What follows belongs to an exercise in optimizing a design on an open flow for small area and a short achievable clock period; a production flow would make more cautious choices. No functional check of the RTL was part of any run shown here. Power figures rest on the tool's default switching activity, not on a simulated workload.

==> flow/design.v (outline; a module is shown in full before it is edited, if it fits) <==
// module fpm: 2989 lines
// module fadd: 4 lines
// module bsel: 5 lines
// module ao22: 3 lines
// module benc: 4 lines
// module hadd: 4 lines
module fpm(
    input [32:1] a,
    input [32:1] b,
    input clk,
    input rst,
    input in_valid,
    output [32:1] c,
    output out_valid
    );
  // ...
==> flow/flow/run.sh <==
#!/bin/bash
set -euo pipefail
export BUFFER_PORTS_ARGS="-buffer_cell sky130_fd_sc_hd__buf_2"
bash standard.sh > standard.log 2>&1
==> flow/standard.sh <==
#!/bin/bash
# synth_recipe.tcl (not shown) runs the flow's synth.tcl, then flattens the netlist and writes it again
# the make line also repeats each setting of config.mk as NAME=value (left out here)
make -C /OpenROAD-flow-scripts/flow DESIGN_CONFIG=/design/flow/config.mk WORK_HOME=/design/flow/orfs CLKGATE_MAP_FILE= SYNTH_SCRIPT=/design/flow/synth_recipe.tcl "${@:-finish}"
==> flow/config.mk <==
export PLATFORM = sky130hd
export DESIGN_NAME = fpm
export DESIGN_NICKNAME = fpm
export VERILOG_FILES = /design/flow/design.v
export SDC_FILE = /design/flow/constraint.sdc
export NUM_CORES = 4
export LEC_CHECK = 0
export CAP_MARGIN = 50
export CORE_MARGIN = 2
export CORE_UTILIZATION = 60
export CTS_BUF_LIST = sky130_fd_sc_hd__clkbuf_8
export CTS_CLUSTER_DIAMETER = 50
export CTS_CLUSTER_SIZE = 18
export SETUP_SLACK_MARGIN = 2.7
export SLEW_MARGIN = 70
export SYNTH_HIERARCHICAL = 1
export SYNTH_MINIMUM_KEEP_SIZE = 0
export TNS_END_PERCENT = 0
==> flow/constraint.sdc <==
create_clock -name core_clock -period 5.0 [get_ports {clk}]
set_input_delay 1.0000 -clock core_clock [delete_from_list [all_inputs] [get_ports {clk}]]
set_output_delay 1.0000 -clock core_clock [all_outputs]
set_load 0.01 [all_outputs]
==> out/metrics.cfg, run 1 <==
[layout]
layout.nets = 2489
instances_no_fill = 2541
multi_input_gates = 1346
multi_input_area_share_pct = 56.5
n_clock_buffer = 37
syn2layout_area_growth_pct = 21.9
final_cell_mix = xor2_1, dfxtp_1, a22o_1
n_all_inverters = 71
fin_area_um2 = 25300

[global_route]
grt_overflow = 0
gr-usage-met1_pct = 48.2
antenna_found_initial = 1

[power]
maxPowerGroup = combinational logic
p_seq_share_pct = 29.0

[worst_hold_path]
hold_start = q2_x943
hold_class = flip-flop to flip-flop
whs_path_depth = 0

[status]
outcome = complete, no violations

[cts]
cts_buffers = 35
h-tree-depth = 2

[synthesis]
ys.warnings.count = 7
synth_cells = 1741
synth-edff-count = 0
synthMuxAreaShare_pct = 0.307

[sta]
max_freq_mhz = 354

[floorplan]
tapCellCount = 455

[routing]
wl_met3_um = 9250
top_layer_used = met5

[critical_path]
cp_top_family = adder cells
crit_type = flip-flop to flip-flop

[placement]
gp_congestion = 0.867

==> inputs of run 2 (changes only) <==
--- a/flow/design.v
+++ b/flow/design.v
@@ -1391,137 +1391,115 @@
 reg q1_two264;
 reg q1_neg262;
 reg q1_one292;
 reg q1_two293;
 reg q1_neg291;
 reg q1_one321;
 reg q1_two322;
 reg q1_neg320;
-reg q2_c386;
-reg q2_c388;
-reg q2_c396;
-reg q2_s405;
-reg q2_c406;
-reg q2_s417;
-reg q2_c416;
-reg q2_s425;
-reg q2_s427;
 reg q2_c418;
-reg q2_s439;
-reg q2_c428;
-reg q2_s441;
-reg q2_s453;
-reg q2_c442;
-reg q2_s455;
-reg q2_s469;
-reg q2_c456;
-reg q2_s471;
-reg q2_s485;
-reg q2_c472;
-reg q2_s487;
+reg q2_c420;
+reg q2_c430;
+reg q2_s443;
+reg q2_c444;
+reg q2_s457;
+reg q2_c458;
+reg q2_s473;
+reg q2_c474;
+reg q2_s489;
 reg q2_s503;
 reg q2_c488;
 reg q2_s505;
+reg q2_c490;
 reg q2_c506;
 reg q2_s521;
 reg q2_s523;
-reg q2_s537;
-reg q2_s539;
-reg q2_c522;
 reg q2_s541;
 reg q2_c524;
-reg q2_s557;
-reg q2_s559;
-reg q2_c542;
+reg q2_s543;
 reg q2_s561;
-reg q2_s579;
-reg q2_s581;
-reg q2_c562;
+reg q2_c544;
+reg q2_s563;
 reg q2_s583;
-reg q2_c582;
-reg q2_s603;
-reg q2_c584;
+reg q2_c564;
+reg q2_s585;
 reg q2_s605;
+reg q2_c586;
+reg q2_s607;
 reg q2_c606;
 reg q2_s627;
 reg q2_s629;
+reg q2_c608;
 reg q1_x635;
-reg q2_s647;
-reg q2_s649;
-reg q2_c628;
 reg q2_s651;
 reg q2_c630;
+reg q2_s653;
 reg q1_x659;
-reg q2_c650;
-reg q2_s673;
-reg q2_c652;
 reg q2_s675;
+reg q2_c654;
+reg q2_s677;
 reg q1_s683;
 reg q2_c676;
 reg q2_s697;
 reg q2_s699;
+reg q2_c678;
 reg q1_x705;
-reg q2_s715;
-reg q2_s717;
-reg q2_c698;
 reg q2_s719;
 reg q2_c700;
+reg q2_s721;
 reg q1_s727;
 reg q2_c720;
 reg q2_s739;
 reg q2_s741;
+reg q2_c722;
 reg q1_x747;
-reg q2_s755;
-reg q2_s757;
-reg q2_c740;
 reg q2_s759;
 reg q2_c742;
+reg q2_s761;
 reg q1_nn116;
 reg q1_o748;
-reg q2_s777;
-reg q2_c760;
-reg q2_s779;
+reg q2_c762;
+reg q2_s781;
 reg q2_s795;
 reg q2_c780;
 reg q2_s797;
+reg q2_c782;
 reg q1_nn145;
-reg q2_s811;
-reg q2_c796;
-reg q2_s813;
 reg q2_c798;
-reg q2_s827;
-reg q2_c814;
-reg q2_s829;
+reg q2_s815;
+reg q2_c816;
+reg q2_s831;
 reg q1_nn174;
-reg q2_c828;
-reg q2_s841;
-reg q2_s843;
 reg q2_c830;
-reg q2_s855;
-reg q2_c844;
-reg q2_s857;
+reg q2_s845;
+reg q2_c832;
+reg q2_c846;
+reg q2_s859;
 reg q1_nn203;
 reg q2_c858;
 reg q2_s871;
-reg q2_s879;
-reg q2_c870;
-reg q2_s881;
+reg q2_c860;
 reg q2_c872;
+reg q2_s883;
 reg q1_nn232;
 reg q2_c882;
 reg q2_s893;
+reg q2_c884;
 reg q1_nn261;
-reg q2_c902;
-reg q2_s911;
-reg q2_c904;
 reg q1_nn290;
 reg q1_nn319;
 reg q1_nn348;
 reg q2_s395;
+reg q2_s397;
+reg q2_c398;
+reg q2_s407;
+reg q2_c408;
+reg q2_s419;
+reg q2_s429;
 reg q3_c590;
 reg q3_s611;
 reg q3_c612;
 reg q3_s633;
 reg q3_c634;
 reg q3_s657;
 reg q3_c658;
 reg q3_s681;
@@ -1551,17 +1529,19 @@
 reg q3_s885;
 reg q3_c886;
 reg q3_s895;
 reg q3_c896;
 reg q2_s905;
 reg q3_s905;
 reg q2_c906;
 reg q3_c906;
+reg q2_s913;
 reg q3_s913;
+reg q2_c914;
 reg q3_c914;
 reg q2_s921;
 reg q3_s921;
 reg q2_c922;
 reg q3_c922;
 reg q2_s927;
 reg q3_s927;
 reg q2_c928;
@@ -1575,36 +1555,33 @@
 reg q2_c938;
 reg q3_c938;
 reg q2_s941;
 reg q3_s941;
 reg q2_c942;
 reg q3_c942;
 reg q2_x943;
 reg q3_x943;
-reg q2_g961;
-reg q2_pp962;
-reg q2_g959;
-reg q2_pp960;
 reg q3_g987;
 reg q3_pp988;
-reg q2_G1045;
-reg q2_P1046;
-reg q2_G1043;
+reg q2_G1047;
+reg q2_P1048;
 reg q3_G1059;
 reg q3_P1060;
+reg q2_G1093;
 reg q2_P1094;
 reg q2_G1089;
-reg q2_P1090;
 reg q3_G1105;
 reg q3_P1106;
-reg q3_G1155;
-reg q3_P1156;
+reg q2_g959;
+reg q2_pp960;
+reg q2_P1142;
 reg q3_G1197;
 reg q3_P1198;
+reg q3_G1243;
 reg q1_w_S0_0;
 reg q2_w_S0_0;
 reg q3_w_S0_0;
 reg q1_w_S0_1;
 reg q2_w_S0_1;
 reg q3_w_S0_1;
 reg q1_w_S0_2;
 reg q2_w_S0_2;
@@ -2004,284 +1981,284 @@
 fadd u_s381 (bp13, bp40, bp67, s381, c382);
 fadd u_s383 (bp94, bp121, c374, s383, c384);
 fadd u_s385 (c376, s381, c378, s385, c386);
 hadd u_s387 (s383, c380, s387, c388);
 fadd u_s389 (q1_neg146, bp14, bp41, s389, c390);
 fadd u_s391 (bp68, bp95, bp122, s391, c392);
 fadd u_s393 (bp149, c382, s389, s393, c394);
 fadd u_s395 (s391, c384, s393, s395, c396);
-hadd u_s397 (q2_c386, q2_c388, s397, c398);
+hadd u_s397 (c386, c388, s397, c398);
 fadd u_s399 (bp15, bp42, bp69, s399, c400);
 fadd u_s401 (bp96, bp123, bp150, s401, c402);
 fadd u_s403 (c390, c392, s399, s403, c404);
 fadd u_s405 (s401, c394, s403, s405, c406);
-hadd u_s407 (q2_c396, q2_s405, s407, c408);
+hadd u_s407 (c396, s405, s407, c408);
 fadd u_s409 (q1_neg175, bp16, bp43, s409, c410);
 fadd u_s411 (bp70, bp97, bp124, s411, c412);
 fadd u_s413 (bp151, bp178, c400, s413, c414);
 fadd u_s415 (c402, s409, s411, s415, c416);
 fadd u_s417 (c404, s413, s415, s417, c418);
-hadd u_s419 (q2_c406, q2_s417, s419, c420);
+hadd u_s419 (c406, s417, s419, c420);
 fadd u_s421 (bp17, bp44, bp71, s421, c422);
 fadd u_s423 (bp98, bp125, bp152, s423, c424);
 fadd u_s425 (bp179, c410, c412, s425, c426);
 fadd u_s427 (s421, s423, c414, s427, c428);
-fadd u_s429 (q2_c416, q2_s425, q2_s427, s429, c430);
-hadd u_s431 (q2_c418, c420, s431, c432);
+fadd u_s429 (c416, s425, s427, s429, c430);
+hadd u_s431 (q2_c418, q2_c420, s431, c432);
 fadd u_s433 (q1_neg204, bp18, bp45, s433, c434);
 fadd u_s435 (bp72, bp99, bp126, s435, c436);
 fadd u_s437 (bp153, bp180, bp207, s437, c438);
 fadd u_s439 (c422, c424, s433, s439, c440);
 fadd u_s441 (s435, s437, c426, s441, c442);
-fadd u_s443 (q2_s439, q2_c428, q2_s441, s443, c444);
-hadd u_s445 (c430, c432, s445, c446);
+fadd u_s443 (s439, c428, s441, s443, c444);
+hadd u_s445 (q2_c430, q2_s443, s445, c446);
 fadd u_s447 (bp19, bp46, bp73, s447, c448);
 fadd u_s449 (bp100, bp127, bp154, s449, c450);
 fadd u_s451 (bp181, bp208, c434, s451, c452);
 fadd u_s453 (c436, c438, s447, s453, c454);
 fadd u_s455 (s449, c440, s451, s455, c456);
-fadd u_s457 (q2_s453, q2_c442, q2_s455, s457, c458);
-hadd u_s459 (c444, s457, s459, c460);
+fadd u_s457 (s453, c442, s455, s457, c458);
+hadd u_s459 (q2_c444, q2_s457, s459, c460);
 fadd u_s461 (q1_neg233, bp20, bp47, s461, c462);
 fadd u_s463 (bp74, bp101, bp128, s463, c464);
 fadd u_s465 (bp155, bp182, bp209, s465, c466);
 fadd u_s467 (bp236, c448, c450, s467, c468);
 fadd u_s469 (s461, s463, s465, s469, c470);
 fadd u_s471 (c452, c454, s467, s471, c472);
-fadd u_s473 (q2_s469, q2_c456, q2_s471, s473, c474);
-hadd u_s475 (c458, s473, s475, c476);
+fadd u_s473 (s469, c456, s471, s473, c474);
+hadd u_s475 (q2_c458, q2_s473, s475, c476);
 fadd u_s477 (bp21, bp48, bp75, s477, c478);
 fadd u_s479 (bp102, bp129, bp156, s479, c480);
 fadd u_s481 (bp183, bp210, bp237, s481, c482);
 fadd u_s483 (c462, c464, c466, s483, c484);
 fadd u_s485 (s477, s479, s481, s485, c486);
 fadd u_s487 (c468, c470, s483, s487, c488);
-fadd u_s489 (q2_s485, q2_c472, q2_s487, s489, c490);
-hadd u_s491 (c474, s489, s491, c492);
+fadd u_s489 (s485, c472, s487, s489, c490);
+hadd u_s491 (q2_c474, q2_s489, s491, c492);
 fadd u_s493 (q1_neg262, bp22, bp49, s493, c494);
 fadd u_s495 (bp76, bp103, bp130, s495, c496);
 fadd u_s497 (bp157, bp184, bp211, s497, c498);
 fadd u_s499 (bp238, bp265, c478, s499, c500);
 fadd u_s501 (c480, c482, s493, s501, c502);
 fadd u_s503 (s495, s497, c484, s503, c504);
 fadd u_s505 (c486, s499, s501, s505, c506);
 fadd u_s507 (q2_s503, q2_c488, q2_s505, s507, c508);
-hadd u_s509 (c490, s507, s509, c510);
+hadd u_s509 (q2_c490, c492, s509, c510);
 fadd u_s511 (bp23, bp50, bp77, s511, c512);
 fadd u_s513 (bp104, bp131, bp158, s513, c514);
 fadd u_s515 (bp185, bp212, bp239, s515, c516);
 fadd u_s517 (bp266, c494, c496, s517, c518);
 fadd u_s519 (c498, s511, s513, s519, c520);
 fadd u_s521 (s515, c500, c502, s521, c522);
 fadd u_s523 (s517, s519, c504, s523, c524);
 fadd u_s525 (q2_c506, q2_s521, q2_s523, s525, c526);
-hadd u_s527 (c508, s525, s527, c528);
+hadd u_s527 (c508, c510, s527, c528);
 fadd u_s529 (q1_neg291, bp24, bp51, s529, c530);
 fadd u_s531 (bp78, bp105, bp132, s531, c532);
 fadd u_s533 (bp159, bp186, bp213, s533, c534);
 fadd u_s535 (bp240, bp267, bp294, s535, c536);
 fadd u_s537 (c512, c514, c516, s537, c538);
 fadd u_s539 (s529, s531, s533, s539, c540);
 fadd u_s541 (s535, c518, c520, s541, c542);
-fadd u_s543 (q2_s537, q2_s539, q2_c522, s543, c544);
-fadd u_s545 (q2_s541, q2_c524, c526, s545, c546);
-hadd u_s547 (s543, c528, s547, c548);
+fadd u_s543 (s537, s539, c522, s543, c544);
+fadd u_s545 (q2_s541, q2_c524, q2_s543, s545, c546);
+hadd u_s547 (c526, s545, s547, c548);
 fadd u_s549 (bp25, bp52, bp79, s549, c550);
 fadd u_s551 (bp106, bp133, bp160, s551, c552);
 fadd u_s553 (bp187, bp214, bp241, s553, c554);
 fadd u_s555 (bp268, bp295, c530, s555, c556);
 fadd u_s557 (c532, c534, c536, s557, c558);
 fadd u_s559 (s549, s551, s553, s559, c560);
 fadd u_s561 (c538, c540, s555, s561, c562);
-fadd u_s563 (q2_s557, q2_s559, q2_c542, s563, c564);
-fadd u_s565 (q2_s561, c544, s563, s565, c566);
-hadd u_s567 (c546, c548, s567, c568);
+fadd u_s563 (s557, s559, c542, s563, c564);
+fadd u_s565 (q2_s561, q2_c544, q2_s563, s565, c566);
+hadd u_s567 (c546, s565, s567, c568);
 fadd u_s569 (q1_neg320, bp26, bp53, s569, c570);
 fadd u_s571 (bp80, bp107, bp134, s571, c572);
 fadd u_s573 (bp161, bp188, bp215, s573, c574);
 fadd u_s575 (bp242, bp269, bp296, s575, c576);
 fadd u_s577 (bp323, c550, c552, s577, c578);
 fadd u_s579 (c554, s569, s571, s579, c580);
 fadd u_s581 (s573, s575, c556, s581, c582);
 fadd u_s583 (c558, c560, s577, s583, c584);
-fadd u_s585 (q2_s579, q2_s581, q2_c562, s585, c586);
-fadd u_s587 (q2_s583, c564, s585, s587, c588);
+fadd u_s585 (s579, s581, c562, s585, c586);
+fadd u_s587 (q2_s583, q2_c564, q2_s585, s587, c588);
 hadd u_s589 (c566, s587, s589, c590);
 fadd u_s591 (bp27, bp54, bp81, s591, c592);
 fadd u_s593 (bp108, bp135, bp162, s593, c594);
 fadd u_s595 (bp189, bp216, bp243, s595, c596);
 fadd u_s597 (bp270, bp297, bp324, s597, c598);
 fadd u_s599 (c570, c572, c574, s599, c600);
 fadd u_s601 (c576, s591, s593, s601, c602);
 fadd u_s603 (s595, s597, c578, s603, c604);
 fadd u_s605 (c580, s599, s601, s605, c606);
-fadd u_s607 (q2_c582, q2_s603, q2_c584, s607, c608);
-fadd u_s609 (q2_s605, c586, s607, s609, c610);
+fadd u_s607 (c582, s603, c584, s607, c608);
+fadd u_s609 (q2_s605, q2_c586, q2_s607, s609, c610);
 hadd u_s611 (c588, s609, s611, c612);
 fadd u_s613 (q1_a_1, bp28, bp55, s613, c614);
 fadd u_s615 (bp82, bp109, bp136, s615, c616);
 fadd u_s617 (bp163, bp190, bp217, s617, c618);
 fadd u_s619 (bp244, bp271, bp298, s619, c620);
 fadd u_s621 (bp325, c592, c594, s621, c622);
 fadd u_s623 (c596, c598, s613, s623, c624);
 fadd u_s625 (s615, s617, s619, s625, c626);
 fadd u_s627 (c600, c602, s621, s627, c628);
 fadd u_s629 (s623, s625, c604, s629, c630);
 fadd u_s631 (q2_c606, q2_s627, q2_s629, s631, c632);
-fadd u_s633 (c608, s631, c610, s633, c634);
+fadd u_s633 (q2_c608, c610, s631, s633, c634);
 assign x635 = ~(a[2] ^ nn29);
 assign o636 = a[2] | nn29;
 fadd u_s637 (q1_x635, bp56, bp83, s637, c638);
 fadd u_s639 (bp110, bp137, bp164, s639, c640);
 fadd u_s641 (bp191, bp218, bp245, s641, c642);
 fadd u_s643 (bp272, bp299, bp326, s643, c644);
 fadd u_s645 (c614, c616, c618, s645, c646);
 fadd u_s647 (c620, s637, s639, s647, c648);
 fadd u_s649 (s641, s643, c622, s649, c650);
 fadd u_s651 (c624, c626, s645, s651, c652);
-fadd u_s653 (q2_s647, q2_s649, q2_c628, s653, c654);
-fadd u_s655 (q2_s651, q2_c630, c632, s655, c656);
-hadd u_s657 (s653, s655, s657, c658);
+fadd u_s653 (s647, s649, c628, s653, c654);
+fadd u_s655 (q2_s651, q2_c630, q2_s653, s655, c656);
+hadd u_s657 (c632, s655, s657, c658);
 assign x659 = ~(a[3] ^ o636);
 assign o660 = a[3] | o636;
 fadd u_s661 (q1_x659, bp57, bp84, s661, c662);
 fadd u_s663 (bp111, bp138, bp165, s663, c664);
 fadd u_s665 (bp192, bp219, bp246, s665, c666);
 fadd u_s667 (bp273, bp300, bp327, s667, c668);
 fadd u_s669 (c638, c640, c642, s669, c670);
 fadd u_s671 (c644, s661, s663, s671, c672);
 fadd u_s673 (s665, s667, c646, s673, c674);
 fadd u_s675 (c648, s669, s671, s675, c676);
-fadd u_s677 (q2_c650, q2_s673, q2_c652, s677, c678);
-fadd u_s679 (q2_s675, c654, s677, s679, c680);
+fadd u_s677 (c650, s673, c652, s677, c678);
+fadd u_s679 (q2_s675, q2_c654, q2_s677, s679, c680);
 hadd u_s681 (c656, s679, s681, c682);
 fadd u_s683 (a[4], nn58, o660, s683, c684);
 fadd u_s685 (q1_s683, bp85, bp112, s685, c686);
 fadd u_s687 (bp139, bp166, bp193, s687, c688);
 fadd u_s689 (bp220, bp247, bp274, s689, c690);
 fadd u_s691 (bp301, bp328, c662, s691, c692);
 fadd u_s693 (c664, c666, c668, s693, c694);
 fadd u_s695 (s685, s687, s689, s695, c696);
 fadd u_s697 (c670, c672, s691, s697, c698);
 fadd u_s699 (s693, s695, c674, s699, c700);
 fadd u_s701 (q2_c676, q2_s697, q2_s699, s701, c702);
-fadd u_s703 (c678, s701, c680, s703, c704);
+fadd u_s703 (q2_c678, c680, s701, s703, c704);
 assign x705 = ~(a[5] ^ c684);
 assign o706 = a[5] | c684;
 fadd u_s707 (q1_x705, bp86, bp113, s707, c708);
 fadd u_s709 (bp140, bp167, bp194, s709, c710);
 fadd u_s711 (bp221, bp248, bp275, s711, c712);
 fadd u_s713 (bp302, bp329, c686, s713, c714);
 fadd u_s715 (c688, c690, s707, s715, c716);
 fadd u_s717 (s709, s711, c692, s717, c718);
 fadd u_s719 (c694, c696, s713, s719, c720);
-fadd u_s721 (q2_s715, q2_s717, q2_c698, s721, c722);
-fadd u_s723 (q2_s719, q2_c700, c702, s723, c724);
-hadd u_s725 (s721, s723, s725, c726);
+fadd u_s721 (s715, s717, c698, s721, c722);
+fadd u_s723 (q2_s719, q2_c700, q2_s721, s723, c724);
+hadd u_s725 (c702, s723, s725, c726);
 fadd u_s727 (a[6], nn87, o706, s727, c728);
 fadd u_s729 (q1_s727, bp114, bp141, s729, c730);
 fadd u_s731 (bp168, bp195, bp222, s731, c732);
 fadd u_s733 (bp249, bp276, bp303, s733, c734);
 fadd u_s735 (bp330, c708, c710, s735, c736);
 fadd u_s737 (c712, s729, s731, s737, c738);
 fadd u_s739 (s733, c714, c716, s739, c740);
 fadd u_s741 (s735, s737, c718, s741, c742);
 fadd u_s743 (q2_c720, q2_s739, q2_s741, s743, c744);
-fadd u_s745 (c722, s743, c724, s745, c746);
+fadd u_s745 (q2_c722, c724, s743, s745, c746);
 assign x747 = ~(a[7] ^ c728);
 assign o748 = a[7] | c728;
 fadd u_s749 (q1_x747, bp115, bp142, s749, c750);
 fadd u_s751 (bp169, bp196, bp223, s751, c752);
 fadd u_s753 (bp250, bp277, bp304, s753, c754);
 fadd u_s755 (bp331, c730, c732, s755, c756);
 fadd u_s757 (c734, s749, s751, s757, c758);
 fadd u_s759 (s753, c736, c738, s759, c760);
-fadd u_s761 (q2_s755, q2_s757, q2_c740, s761, c762);
-fadd u_s763 (q2_s759, q2_c742, c744, s763, c764);
-hadd u_s765 (s761, s763, s765, c766);
+fadd u_s761 (s755, s757, c740, s761, c762);
+fadd u_s763 (q2_s759, q2_c742, q2_s761, s763, c764);
+hadd u_s765 (c744, s763, s765, c766);
 fadd u_s767 (q1_a_8, q1_nn116, q1_o748, s767, c768);
 fadd u_s769 (bp143, bp170, bp197, s769, c770);
 fadd u_s771 (bp224, bp251, bp278, s771, c772);
 fadd u_s773 (bp305, bp332, s767, s773, c774);
 fadd u_s775 (c750, c752, c754, s775, c776);
 fadd u_s777 (s769, s771, s773, s777, c778);
 fadd u_s779 (c756, c758, s775, s779, c780);
-fadd u_s781 (q2_s777, q2_c760, q2_s779, s781, c782);
-fadd u_s783 (c762, s781, c764, s783, c784);
+fadd u_s781 (s777, c760, s779, s781, c782);
+fadd u_s783 (q2_c762, q2_s781, c764, s783, c784);
 assign x785 = ~(q1_a_9 ^ bp144);
 assign o786 = q1_a_9 | bp144;
 fadd u_s787 (bp171, bp198, bp225, s787, c788);
 fadd u_s789 (bp252, bp279, bp306, s789, c790);
 fadd u_s791 (bp333, c768, x785, s791, c792);
 fadd u_s793 (c770, c772, s787, s793, c794);
 fadd u_s795 (s789, c774, s791, s795, c796);
 fadd u_s797 (c776, s793, c778, s797, c798);
 fadd u_s799 (q2_s795, q2_c780, q2_s797, s799, c800);
-hadd u_s801 (c782, s799, s801, c802);
+hadd u_s801 (q2_c782, s799, s801, c802);
 fadd u_s803 (q1_a_10, q1_nn145, bp172, s803, c804);
 fadd u_s805 (bp199, bp226, bp253, s805, c806);
 fadd u_s807 (bp280, bp307, bp334, s807, c808);
 fadd u_s809 (o786, c788, c790, s809, c810);
 fadd u_s811 (s803, s805, s807, s811, c812);
 fadd u_s813 (c792, c794, s809, s813, c814);
-fadd u_s815 (q2_s811, q2_c796, q2_s813, s815, c816);
-fadd u_s817 (q2_c798, c800, s815, s817, c818);
+fadd u_s815 (s811, c796, s813, s815, c816);
+fadd u_s817 (q2_c798, q2_s815, c800, s817, c818);
 assign x819 = ~(q1_a_11 ^ bp173);
 assign o820 = q1_a_11 | bp173;
 fadd u_s821 (bp200, bp227, bp254, s821, c822);
 fadd u_s823 (bp281, bp308, bp335, s823, c824);
 fadd u_s825 (x819, c804, c806, s825, c826);
 fadd u_s827 (c808, s821, s823, s827, c828);
 fadd u_s829 (c810, c812, s825, s829, c830);
-fadd u_s831 (q2_s827, q2_c814, q2_s829, s831, c832);
-hadd u_s833 (c816, s831, s833, c834);
+fadd u_s831 (s827, c814, s829, s831, c832);
+hadd u_s833 (q2_c816, q2_s831, s833, c834);
 fadd u_s835 (q1_a_12, q1_nn174, bp201, s835, c836);
 fadd u_s837 (bp228, bp255, bp282, s837, c838);
 fadd u_s839 (bp309, bp336, o820, s839, c840);
 fadd u_s841 (c822, c824, s835, s841, c842);
 fadd u_s843 (s837, s839, c826, s843, c844);
-fadd u_s845 (q2_c828, q2_s841, q2_s843, s845, c846);
-fadd u_s847 (q2_c830, c832, s845, s847, c848);
+fadd u_s845 (c828, s841, s843, s845, c846);
+fadd u_s847 (q2_c830, q2_s845, q2_c832, s847, c848);
 assign x849 = ~(q1_a_13 ^ bp202);
 assign o850 = q1_a_13 | bp202;
 fadd u_s851 (bp229, bp256, bp283, s851, c852);
 fadd u_s853 (bp310, bp337, x849, s853, c854);
 fadd u_s855 (c836, c838, s851, s855, c856);
 fadd u_s857 (c840, s853, c842, s857, c858);
-fadd u_s859 (q2_s855, q2_c844, q2_s857, s859, c860);
-hadd u_s861 (c846, s859, s861, c862);
+fadd u_s859 (s855, c844, s857, s859, c860);
+hadd u_s861 (q2_c846, q2_s859, s861, c862);
 fadd u_s863 (q1_a_14, q1_nn203, bp230, s863, c864);
 fadd u_s865 (bp257, bp284, bp311, s865, c866);
 fadd u_s867 (bp338, o850, c852, s867, c868);
 fadd u_s869 (s863, s865, c854, s869, c870);
 fadd u_s871 (c856, s867, s869, s871, c872);
-fadd u_s873 (q2_c858, q2_s871, c860, s873, c874);
+fadd u_s873 (q2_c858, q2_s871, q2_c860, s873, c874);
 assign x875 = ~(q1_a_15 ^ bp231);
 assign o876 = q1_a_15 | bp231;
 fadd u_s877 (bp258, bp285, bp312, s877, c878);
 fadd u_s879 (bp339, x875, c864, s879, c880);
 fadd u_s881 (c866, s877, c868, s881, c882);
-fadd u_s883 (q2_s879, q2_c870, q2_s881, s883, c884);
-hadd u_s885 (q2_c872, s883, s885, c886);
+fadd u_s883 (s879, c870, s881, s883, c884);
+hadd u_s885 (q2_c872, q2_s883, s885, c886);
 fadd u_s887 (q1_a_16, q1_nn232, bp259, s887, c888);
 fadd u_s889 (bp286, bp313, bp340, s889, c890);
 fadd u_s891 (o876, c878, s887, s891, c892);
 fadd u_s893 (s889, c880, s891, s893, c894);
-fadd u_s895 (q2_c882, q2_s893, c884, s895, c896);
+fadd u_s895 (q2_c882, q2_s893, q2_c884, s895, c896);
 assign x897 = ~(q1_a_17 ^ bp260);
 assign o898 = q1_a_17 | bp260;
 fadd u_s899 (bp287, bp314, bp341, s899, c900);
 fadd u_s901 (x897, c888, c890, s901, c902);
 fadd u_s903 (s899, c892, s901, s903, c904);
 hadd u_s905 (c894, s903, s905, c906);
 fadd u_s907 (q1_a_18, q1_nn261, bp288, s907, c908);
 fadd u_s909 (bp315, bp342, o898, s909, c910);
 fadd u_s911 (c900, s907, s909, s911, c912);
-fadd u_s913 (q2_c902, q2_s911, q2_c904, s913, c914);
+fadd u_s913 (c902, s911, c904, s913, c914);
 assign x915 = ~(q1_a_19 ^ bp289);
 assign o916 = q1_a_19 | bp289;
 fadd u_s917 (bp316, bp343, x915, s917, c918);
 fadd u_s919 (c908, c910, s917, s919, c920);
 hadd u_s921 (c912, s919, s921, c922);
 fadd u_s923 (q1_a_20, q1_nn290, bp317, s923, c924);
 fadd u_s925 (bp344, o916, s923, s925, c926);
 fadd u_s927 (c918, s925, c920, s927, c928);
@@ -2309,40 +2286,40 @@
 assign g955 = s363 & s365;
 assign pp956 = s363 ^ s365;
 assign g957 = s369 & s371;
 assign pp958 = s369 ^ s371;
 assign g959 = c372 & s379;
 assign pp960 = c372 ^ s379;
 assign g961 = s385 & s387;
 assign pp962 = s385 ^ s387;
-assign g963 = q2_s395 & s397;
-assign pp964 = q2_s395 ^ s397;
-assign g965 = c398 & s407;
-assign pp966 = c398 ^ s407;
-assign g967 = c408 & s419;
-assign pp968 = c408 ^ s419;
-assign g969 = s429 & s431;
-assign pp970 = s429 ^ s431;
-assign g971 = s443 & s445;
-assign pp972 = s443 ^ s445;
+assign g963 = q2_s395 & q2_s397;
+assign pp964 = q2_s395 ^ q2_s397;
+assign g965 = q2_c398 & q2_s407;
+assign pp966 = q2_c398 ^ q2_s407;
+assign g967 = q2_c408 & q2_s419;
+assign pp968 = q2_c408 ^ q2_s419;
+assign g969 = q2_s429 & s431;
+assign pp970 = q2_s429 ^ s431;
+assign g971 = c432 & s445;
+assign pp972 = c432 ^ s445;
 assign g973 = c446 & s459;
 assign pp974 = c446 ^ s459;
 assign g975 = c460 & s475;
 assign pp976 = c460 ^ s475;
 assign g977 = c476 & s491;
 assign pp978 = c476 ^ s491;
-assign g979 = c492 & s509;
-assign pp980 = c492 ^ s509;
-assign g981 = c510 & s527;
-assign pp982 = c510 ^ s527;
-assign g983 = s545 & s547;
-assign pp984 = s545 ^ s547;
-assign g985 = s565 & s567;
-assign pp986 = s565 ^ s567;
+assign g979 = s507 & s509;
+assign pp980 = s507 ^ s509;
+assign g981 = s525 & s527;
+assign pp982 = s525 ^ s527;
+assign g983 = c528 & s547;
+assign pp984 = c528 ^ s547;
+assign g985 = c548 & s567;
+assign pp986 = c548 ^ s567;
 assign g987 = c568 & s589;
 assign pp988 = c568 ^ s589;
 assign g989 = q3_c590 & q3_s611;
 assign pp990 = q3_c590 ^ q3_s611;
 assign g991 = q3_c612 & q3_s633;
 assign pp992 = q3_c612 ^ q3_s633;
 assign g993 = q3_c634 & q3_s657;
 assign pp994 = q3_c634 ^ q3_s657;
@@ -2393,18 +2370,18 @@
 assign G1039 = 1'b0 | (bp5 & g945);
 assign P1040 = bp5 & pp946;
 assign G1041 = g949 | (pp950 & g947);
 assign P1042 = pp950 & pp948;
 assign G1043 = g953 | (pp954 & g951);
 assign P1044 = pp954 & pp952;
 assign G1045 = g957 | (pp958 & g955);
 assign P1046 = pp958 & pp956;
-assign G1047 = q2_g961 | (q2_pp962 & q2_g959);
-assign P1048 = q2_pp962 & q2_pp960;
+assign G1047 = g961 | (pp962 & g959);
+assign P1048 = pp962 & pp960;
 assign G1049 = g965 | (pp966 & g963);
 assign P1050 = pp966 & pp964;
 assign G1051 = g969 | (pp970 & g967);
 assign P1052 = pp970 & pp968;
 assign G1053 = g973 | (pp974 & g971);
 assign P1054 = pp974 & pp972;
 assign G1055 = g977 | (pp978 & g975);
 assign P1056 = pp978 & pp976;
@@ -2439,22 +2416,22 @@
 assign G1085 = g1037 | (pp1038 & g1035);
 assign P1086 = pp1038 & pp1036;
 assign G1087 = g947 | (pp948 & G1039);
 assign P1088 = pp948 & P1040;
 assign G1089 = G1041 | (P1042 & G1039);
 assign P1090 = P1042 & P1040;
 assign G1091 = g955 | (pp956 & G1043);
 assign P1092 = pp956 & P1044;
-assign G1093 = q2_G1045 | (q2_P1046 & q2_G1043);
+assign G1093 = G1045 | (P1046 & G1043);
 assign P1094 = P1046 & P1044;
-assign G1095 = g963 | (pp964 & G1047);
-assign P1096 = pp964 & P1048;
-assign G1097 = G1049 | (P1050 & G1047);
-assign P1098 = P1050 & P1048;
+assign G1095 = g963 | (pp964 & q2_G1047);
+assign P1096 = pp964 & q2_P1048;
+assign G1097 = G1049 | (P1050 & q2_G1047);
+assign P1098 = P1050 & q2_P1048;
 assign G1099 = g971 | (pp972 & G1051);
 assign P1100 = pp972 & P1052;
 assign G1101 = G1053 | (P1054 & G1051);
 assign P1102 = P1054 & P1052;
 assign G1103 = g979 | (pp980 & G1055);
 assign P1104 = pp980 & P1056;
 assign G1105 = G1057 | (P1058 & G1055);
 assign P1106 = P1058 & P1056;
@@ -2487,18 +2464,18 @@
 assign G1133 = G1085 | (P1086 & G1083);
 assign P1134 = P1086 & P1084;
 assign G1135 = g951 | (pp952 & G1089);
 assign P1136 = pp952 & P1090;
 assign G1137 = G1043 | (P1044 & G1089);
 assign P1138 = P1044 & P1090;
 assign G1139 = G1091 | (P1092 & G1089);
 assign P1140 = P1092 & P1090;
-assign G1141 = G1093 | (q2_P1094 & q2_G1089);
-assign P1142 = q2_P1094 & q2_P1090;
+assign G1141 = q2_G1093 | (q2_P1094 & q2_G1089);
+assign P1142 = P1094 & P1090;
 assign G1143 = g967 | (pp968 & G1097);
 assign P1144 = pp968 & P1098;
 assign G1145 = G1051 | (P1052 & G1097);
 assign P1146 = P1052 & P1098;
 assign G1147 = G1099 | (P1100 & G1097);
 assign P1148 = P1100 & P1098;
 assign G1149 = G1101 | (P1102 & G1097);
 assign P1150 = P1102 & P1098;
@@ -2530,31 +2507,31 @@
 assign P1176 = pp1032 & P1130;
 assign G1177 = G1083 | (P1084 & G1129);
 assign P1178 = P1084 & P1130;
 assign G1179 = G1131 | (P1132 & G1129);
 assign P1180 = P1132 & P1130;
 assign G1181 = G1133 | (P1134 & G1129);
 assign P1182 = P1134 & P1130;
 assign G1183 = q2_g959 | (q2_pp960 & G1141);
-assign P1184 = q2_pp960 & P1142;
-assign G1185 = G1047 | (P1048 & G1141);
-assign P1186 = P1048 & P1142;
+assign P1184 = q2_pp960 & q2_P1142;
+assign G1185 = q2_G1047 | (q2_P1048 & G1141);
+assign P1186 = q2_P1048 & q2_P1142;
 assign G1187 = G1095 | (P1096 & G1141);
-assign P1188 = P1096 & P1142;
+assign P1188 = P1096 & q2_P1142;
 assign G1189 = G1097 | (P1098 & G1141);
-assign P1190 = P1098 & P1142;
+assign P1190 = P1098 & q2_P1142;
 assign G1191 = G1143 | (P1144 & G1141);
-assign P1192 = P1144 & P1142;
+assign P1192 = P1144 & q2_P1142;
 assign G1193 = G1145 | (P1146 & G1141);
-assign P1194 = P1146 & P1142;
+assign P1194 = P1146 & q2_P1142;
 assign G1195 = G1147 | (P1148 & G1141);
-assign P1196 = P1148 & P1142;
+assign P1196 = P1148 & q2_P1142;
 assign G1197 = G1149 | (P1150 & G1141);
-assign P1198 = P1150 & P1142;
+assign P1198 = P1150 & q2_P1142;
 assign G1199 = g991 | (pp992 & G1157);
 assign P1200 = pp992 & P1158;
 assign G1201 = G1063 | (P1064 & G1157);
 assign P1202 = P1064 & P1158;
 assign G1203 = G1111 | (P1112 & G1157);
 assign P1204 = P1112 & P1158;
 assign G1205 = G1113 | (P1114 & G1157);
 assign P1206 = P1114 & P1158;
@@ -2589,17 +2566,17 @@
 assign G1235 = G1103 | (P1104 & G1197);
 assign P1236 = P1104 & P1198;
 assign G1237 = G1105 | (P1106 & G1197);
 assign P1238 = P1106 & P1198;
 assign G1239 = G1151 | (P1152 & G1197);
 assign P1240 = P1152 & P1198;
 assign G1241 = G1153 | (P1154 & G1197);
 assign P1242 = P1154 & P1198;
-assign G1243 = q3_G1155 | (q3_P1156 & q3_G1197);
+assign G1243 = G1155 | (P1156 & G1197);
 assign P1244 = P1156 & P1198;
 assign G1245 = G1157 | (P1158 & q3_G1197);
 assign P1246 = P1158 & q3_P1198;
 assign G1247 = G1199 | (P1200 & q3_G1197);
 assign P1248 = P1200 & q3_P1198;
 assign G1249 = G1201 | (P1202 & q3_G1197);
 assign P1250 = P1202 & q3_P1198;
 assign G1251 = G1203 | (P1204 & q3_G1197);
@@ -2641,17 +2618,17 @@
 assign G1287 = G1223 | (P1224 & G1261);
 assign P1288 = P1224 & P1262;
 assign G1289 = G1225 | (P1226 & G1261);
 assign P1290 = P1226 & P1262;
 assign G1291 = G1227 | (P1228 & G1261);
 assign P1292 = P1228 & P1262;
 assign G1293 = G1229 | (P1230 & G1261);
 assign P1294 = P1230 & P1262;
-assign P1295 = pp990 ^ G1243;
+assign P1295 = pp990 ^ q3_G1243;
 assign P1296 = pp992 ^ G1245;
 assign P1297 = pp994 ^ G1247;
 assign P1298 = pp996 ^ G1249;
 assign P1299 = pp998 ^ G1251;
 assign P1300 = pp1000 ^ G1253;
 assign P1301 = pp1002 ^ G1255;
 assign P1302 = pp1004 ^ G1257;
 assign P1303 = pp1006 ^ G1259;
@@ -2738,137 +2715,115 @@
     q1_two264 <= two264;
     q1_neg262 <= neg262;
     q1_one292 <= one292;
     q1_two293 <= two293;
     q1_neg291 <= neg291;
     q1_one321 <= one321;
     q1_two322 <= two322;
     q1_neg320 <= neg320;
-    q2_c386 <= c386;
-    q2_c388 <= c388;
-    q2_c396 <= c396;
-    q2_s405 <= s405;
-    q2_c406 <= c406;
-    q2_s417 <= s417;
-    q2_c416 <= c416;
-    q2_s425 <= s425;
-    q2_s427 <= s427;
     q2_c418 <= c418;
-    q2_s439 <= s439;
-    q2_c428 <= c428;
-    q2_s441 <= s441;
-    q2_s453 <= s453;
-    q2_c442 <= c442;
-    q2_s455 <= s455;
-    q2_s469 <= s469;
-    q2_c456 <= c456;
-    q2_s471 <= s471;
-    q2_s485 <= s485;
-    q2_c472 <= c472;
-    q2_s487 <= s487;
+    q2_c420 <= c420;
+    q2_c430 <= c430;
+    q2_s443 <= s443;
+    q2_c444 <= c444;
+    q2_s457 <= s457;
+    q2_c458 <= c458;
+    q2_s473 <= s473;
+    q2_c474 <= c474;
+    q2_s489 <= s489;
     q2_s503 <= s503;
     q2_c488 <= c488;
     q2_s505 <= s505;
+    q2_c490 <= c490;
     q2_c506 <= c506;
     q2_s521 <= s521;
     q2_s523 <= s523;
-    q2_s537 <= s537;
-    q2_s539 <= s539;
-    q2_c522 <= c522;
     q2_s541 <= s541;
     q2_c524 <= c524;
-    q2_s557 <= s557;
-    q2_s559 <= s559;
-    q2_c542 <= c542;
+    q2_s543 <= s543;
     q2_s561 <= s561;
-    q2_s579 <= s579;
-    q2_s581 <= s581;
-    q2_c562 <= c562;
+    q2_c544 <= c544;
+    q2_s563 <= s563;
     q2_s583 <= s583;
-    q2_c582 <= c582;
-    q2_s603 <= s603;
-    q2_c584 <= c584;
+    q2_c564 <= c564;
+    q2_s585 <= s585;
     q2_s605 <= s605;
+    q2_c586 <= c586;
+    q2_s607 <= s607;
     q2_c606 <= c606;
     q2_s627 <= s627;
     q2_s629 <= s629;
+    q2_c608 <= c608;
     q1_x635 <= x635;
-    q2_s647 <= s647;
-    q2_s649 <= s649;
-    q2_c628 <= c628;
     q2_s651 <= s651;
     q2_c630 <= c630;
+    q2_s653 <= s653;
     q1_x659 <= x659;
-    q2_c650 <= c650;
-    q2_s673 <= s673;
-    q2_c652 <= c652;
     q2_s675 <= s675;
+    q2_c654 <= c654;
+    q2_s677 <= s677;
     q1_s683 <= s683;
     q2_c676 <= c676;
     q2_s697 <= s697;
     q2_s699 <= s699;
+    q2_c678 <= c678;
     q1_x705 <= x705;
-    q2_s715 <= s715;
-    q2_s717 <= s717;
-    q2_c698 <= c698;
     q2_s719 <= s719;
     q2_c700 <= c700;
+    q2_s721 <= s721;
     q1_s727 <= s727;
     q2_c720 <= c720;
     q2_s739 <= s739;
     q2_s741 <= s741;
+    q2_c722 <= c722;
     q1_x747 <= x747;
-    q2_s755 <= s755;
-    q2_s757 <= s757;
-    q2_c740 <= c740;
     q2_s759 <= s759;
     q2_c742 <= c742;
+    q2_s761 <= s761;
     q1_nn116 <= nn116;
     q1_o748 <= o748;
-    q2_s777 <= s777;
-    q2_c760 <= c760;
-    q2_s779 <= s779;
+    q2_c762 <= c762;
+    q2_s781 <= s781;
     q2_s795 <= s795;
     q2_c780 <= c780;
     q2_s797 <= s797;
+    q2_c782 <= c782;
     q1_nn145 <= nn145;
-    q2_s811 <= s811;
-    q2_c796 <= c796;
-    q2_s813 <= s813;
     q2_c798 <= c798;
-    q2_s827 <= s827;
-    q2_c814 <= c814;
-    q2_s829 <= s829;
+    q2_s815 <= s815;
+    q2_c816 <= c816;
+    q2_s831 <= s831;
     q1_nn174 <= nn174;
-    q2_c828 <= c828;
-    q2_s841 <= s841;
-    q2_s843 <= s843;
     q2_c830 <= c830;
-    q2_s855 <= s855;
-    q2_c844 <= c844;
-    q2_s857 <= s857;
+    q2_s845 <= s845;
+    q2_c832 <= c832;
+    q2_c846 <= c846;
+    q2_s859 <= s859;
     q1_nn203 <= nn203;
     q2_c858 <= c858;
     q2_s871 <= s871;
-    q2_s879 <= s879;
-    q2_c870 <= c870;
-    q2_s881 <= s881;
+    q2_c860 <= c860;
     q2_c872 <= c872;
+    q2_s883 <= s883;
     q1_nn232 <= nn232;
     q2_c882 <= c882;
     q2_s893 <= s893;
+    q2_c884 <= c884;
     q1_nn261 <= nn261;
-    q2_c902 <= c902;
-    q2_s911 <= s911;
-    q2_c904 <= c904;
     q1_nn290 <= nn290;
     q1_nn319 <= nn319;
     q1_nn348 <= nn348;
     q2_s395 <= s395;
+    q2_s397 <= s397;
+    q2_c398 <= c398;
+    q2_s407 <= s407;
+    q2_c408 <= c408;
+    q2_s419 <= s419;
+    q2_s429 <= s429;
     q3_c590 <= c590;
     q3_s611 <= s611;
     q3_c612 <= c612;
     q3_s633 <= s633;
     q3_c634 <= c634;
     q3_s657 <= s657;
     q3_c658 <= c658;
     q3_s681 <= s681;
@@ -2898,18 +2853,20 @@
     q3_s885 <= s885;
     q3_c886 <= c886;
     q3_s895 <= s895;
     q3_c896 <= c896;
     q2_s905 <= s905;
     q3_s905 <= q2_s905;
     q2_c906 <= c906;
     q3_c906 <= q2_c906;
-    q3_s913 <= s913;
-    q3_c914 <= c914;
+    q2_s913 <= s913;
+    q3_s913 <= q2_s913;
+    q2_c914 <= c914;
+    q3_c914 <= q2_c914;
     q2_s921 <= s921;
     q3_s921 <= q2_s921;
     q2_c922 <= c922;
     q3_c922 <= q2_c922;
     q2_s927 <= s927;
     q3_s927 <= q2_s927;
     q2_c928 <= c928;
     q3_c928 <= q2_c928;
@@ -2922,36 +2879,33 @@
     q2_c938 <= c938;
     q3_c938 <= q2_c938;
     q2_s941 <= s941;
     q3_s941 <= q2_s941;
     q2_c942 <= c942;
     q3_c942 <= q2_c942;
     q2_x943 <= x943;
     q3_x943 <= q2_x943;
-    q2_g961 <= g961;
-    q2_pp962 <= pp962;
-    q2_g959 <= g959;
-    q2_pp960 <= pp960;
     q3_g987 <= g987;
     q3_pp988 <= pp988;
-    q2_G1045 <= G1045;
-    q2_P1046 <= P1046;
-    q2_G1043 <= G1043;
+    q2_G1047 <= G1047;
+    q2_P1048 <= P1048;
     q3_G1059 <= G1059;
     q3_P1060 <= P1060;
+    q2_G1093 <= G1093;
     q2_P1094 <= P1094;
     q2_G1089 <= G1089;
-    q2_P1090 <= P1090;
     q3_G1105 <= G1105;
     q3_P1106 <= P1106;
-    q3_G1155 <= G1155;
-    q3_P1156 <= P1156;
+    q2_g959 <= g959;
+    q2_pp960 <= pp960;
+    q2_P1142 <= P1142;
     q3_G1197 <= G1197;
     q3_P1198 <= P1198;
+    q3_G1243 <= G1243;
     q1_w_S0_0 <= w_S0[0];
     q2_w_S0_0 <= q1_w_S0_0;
     q3_w_S0_0 <= q2_w_S0_0;
     q1_w_S0_1 <= w_S0[1];
     q2_w_S0_1 <= q1_w_S0_1;
     q3_w_S0_1 <= q2_w_S0_1;
     q1_w_S0_2 <= w_S0[2];
     q2_w_S0_2 <= q1_w_S0_2;
==> run 2 against run 1 <==
Compared with the run above: critical path depth down 1; clock skew shrank 0.0080 ns; highest routed layer unchanged; design area fell by 5.3%; critical endpoint is now q2_s721; die area shrank 3.4%; largest power group unchanged; sequential power decreased by 7.1%; synthesized cell count is 3.7% lower; via count is 5.7% lower; clock power shrank 14%; utilization decreased by 0.56 points; routed wire length down 6.9%; non-clock buffer count is 58 lower; global-route usage shrank 3.2 points.
==> out/metrics.cfg, run 2 <==
[synthesis]
syn_area_um2 = 20100
synth.ff_latch_count = 306
ys.warnings.count = 7  ; unchanged
synth_top_flop_cell = dfxtp_1
ys_seq_area_share_pct = 30.5
synth.area.top_cells = dfxtp_1, fa_1, xor2_1
synthTopCellsByCount = dfxtp_1, xor2_1, a22o_1
post_synth.cell_area_avg_um2 = 12.0
netlist.top_cell.by_area = dfxtp_1
synth-edff-count = 0  ; unchanged
ys_types = 59
synth_cells = 1676  ; -3.7%
synthArstFlopShare_pct = 0
yosysMostFrequentCell = dfxtp_1
synth_top_area_share_pct = 30.5

[floorplan]
die_area_um2 = 34900
start_util_pct = 61.4
fp.dieH_um = 187
num_io_pins = 100
die_w_um = 187
core_region_area_um2 = 32700
rows = 66

[worst_hold_path]
whs_path_depth = 0  ; unchanged
hold_class = flip-flop to flip-flop
whs_endpoint = q2_w_S0_6
hold_start = q1_w_S0_6

[status]
outcome = complete, no violations

[placement]
gp_congestion = 0.903  ; +4.2%
dpl.hpwl_um = 36600
dpl_cell_area_um2 = 22000
portBuffers = 99

[routing]
vias_per_cell = 6.36
dr_total_vias = 15300
dr.pass1.iters = 8
wl_per_cell_um = 26.2
drtIter0Drc = 1858
finalWirelength_um = 63000
drcViolationCount = 0
antenna_left = 0

[layout]
seqCellArea_um2 = 6340
final_cell_mix = xor2_1, a22o_1, dfxtp_1
top_register = q_c
layout_commonest_cell = xor2_1
top_regs = q_c x32, vld x4
fillers = 2331
syn2layout_area_growth_pct = 19.5
largest_reg_flops = 32
multi_input_area_um2 = 14000
drive_gt1_share_pct = 20.8
layout.nets = 2367  ; -4.9%
fin_area_um2 = 24000  ; -5.3%

[sta]
finalCritPeriodShare_pct = 60.5
drv_slew = 0
tns_ns = 0
final_hold_viol_count = 0
max_freq_mhz = 331  ; -6.6%
min_period_ns = 3.02
setup_viol = 0
clock_skew_ns = 0.0324
rsz0062_at_grt = true
whs_ns = 0.328

[cts]
h-tree-depth = 1  ; -1
clkLatencyLatePin_ns = 0.65
clock_path_buffers = 3
cts_buffers = 30  ; -14%
clk_pin_slew_ns = 0.10
cts-root-buf = clkbuf_8
cts_tree = yes
ctsHoldBuffers = 0
cts_sinks = 306

[critical_path]
critPathBufInv = 1
reg2regPathDepth = 7
end_kind = flip-flop
r2r_start = q1_a_16
crit_fanout = 12
required_ns = 5.57
path_common_cell = fa_1
start_kind = flip-flop
cp.arrival_ns = 3.59
crit_chain = buf_6 -> a22o_1 -> xor2_1 -> fa_1 -> fa_1 -> fa_1 -> fa_2
setup.worst_path.start = q1_a_16
cp_top_family = adder cells
r2r_setup_slack_ns = 1.98
critPathMaxStageDelay_ns = 0.54
crit_type = flip-flop to flip-flop
r2r_end = q2_s721
cp_slowest_cell = fa_2

[global_route]
grt_pass1_vias = 15500
grt_pass1_wl_um = 92300
grt_start_max_net_pins = 26
grt_usage_pct = 34.9
grt_overflow = 0  ; unchanged
antenna_found_initial = 2  ; +1

[run]
cap_violations = 0

[power]
peakVddDrop_v = 0.000397
power.leakage_uw = 0.0104
p_per_area_nw_per_um2 = 567

==> run 2: how the worst max path moves through the flow <==
stage	to	slack [ns]	depth (start not counted)
6_report	q2_s721	1.98	7
5_1_grt	q2_G1047	1.94	8
4_1_cts	q2_s781	2.03	7
3_5_place_dp	q_c[26]	1.69	12
3_3_place_gp	q_c[27]	1.85	10
2_1_floorplan	q2_s473	2.25	6
==> run 2: cells by family (layout without fill, tap and decap cells) <==
| family | Yosys count | count (layout) | synth area share (%) |
|---|---|---|---|
| AND/OR/NAND/NOR | 188 | 188 | 4.80 |
| other | 1 | 24 | 0.0187 |
| AO/OA/AOI/OAI | 404 | 404 | 16.1 |
| buffers and inverters | 76 | 337 | 1.55 |
| adder cells (fa/ha/maj) | 362 | 362 | 32.0 |
| XOR/XNOR | 335 | 335 | 14.8 |
| flip-flops | 306 | 306 | 30.5 |
| multiplexers | 4 | 4 | 0.212 |
==> run 2: per-module statistics from Yosys (local to each module, per instance) <==
| module | cells inside | cell area (um^2) |
|---|---|---|
| fadd | 1 | 20.0 |
| bsel | 1 | 8.76 |
| fpm | 863 | 9990 |
| ao22 | 1 | 8.76 |
| hadd | 1 | 12.5 |
==> run 2: timing repair <==
item / CTS / global route
resized for setup: 22 / 18
endpoints found under the hold margin: 0 / 0
buffers inserted: 61 / 35
endpoints found under the setup margin: 128 / 135
pin swaps: 11 / 6
==> run 2: metal layers <==
layer	global-route usage, %	part of all wire [%]	wire length (um)
met1	45.8	38	24200
met2	52.2	42	26700
met3	11.2	13	8360
met4	17.4	5.8	3660
met5	0	0.13	84
==> run 2: power by group <==
part | switching, uW | total [uW] | internal [uW]
combinational | 4110 | 7830 | 3730
clock | 998 | 1710 | 711
sequential | 572 | 4050 | 3470
==> run 2: cell type report <==
class	instances	area share [%]
repair buffers	217	8.83
well taps	442	2.31
flip-flops and latches	306	26.5
diodes	1	0.0104
clock buffers	31	1.78
clock inverters	22	1.03
inverters	67	1.05
multi-input cells	1316	58.5
==> run 2: stage by stage <==
stage                     std cells  power (uW)  util [%]  setup WS [ns]
after floorplan                1698        8980         -           2.25
after global placement         2233       10900      65.5           1.85
after detailed placement       2251       11300      67.1           1.69
after CTS                      2365       13400      71.7           2.03
after global routing           2401       14700      73.3           1.94
final                          2402       13600      73.3           1.98

## re-timing with driven ports
How much do the figures lean on ideal ports? The routed layouts below were timed once more, with nothing changed but the port constraints. Step 1: set_driving_cell puts a clkbuf_16 on clk and a buf_2 on each other input, an assumption about the parent block. Step 2 moves the port delays by t, midway between the first and last clock arrival at a register: inputs arrive t later, outputs are due t later. That takes back most of the time a late clock gives input paths. a / b / c = no drivers / after step 1 / after step 2; a / b = the first two.
| run | shift t [ns] | slack for setup (ns) | hold WS [ns] | cell pins on the clock port's net |
|---|---|---|---|---|
| run 1 | 0.661 | 2.177 / 2.177 / 2.056 | 0.315 / 0.315 / 0.315 | 1 |
| run 2 | 0.686 | 1.977 / 1.977 / 1.938 | 0.328 / 0.328 / 0.328 | 1 |
After both steps setup and hold are still met in every run listed. The setup slack of run 1, which loses most, moves by 0.000 ns with the drivers and by -0.121 ns with both steps.
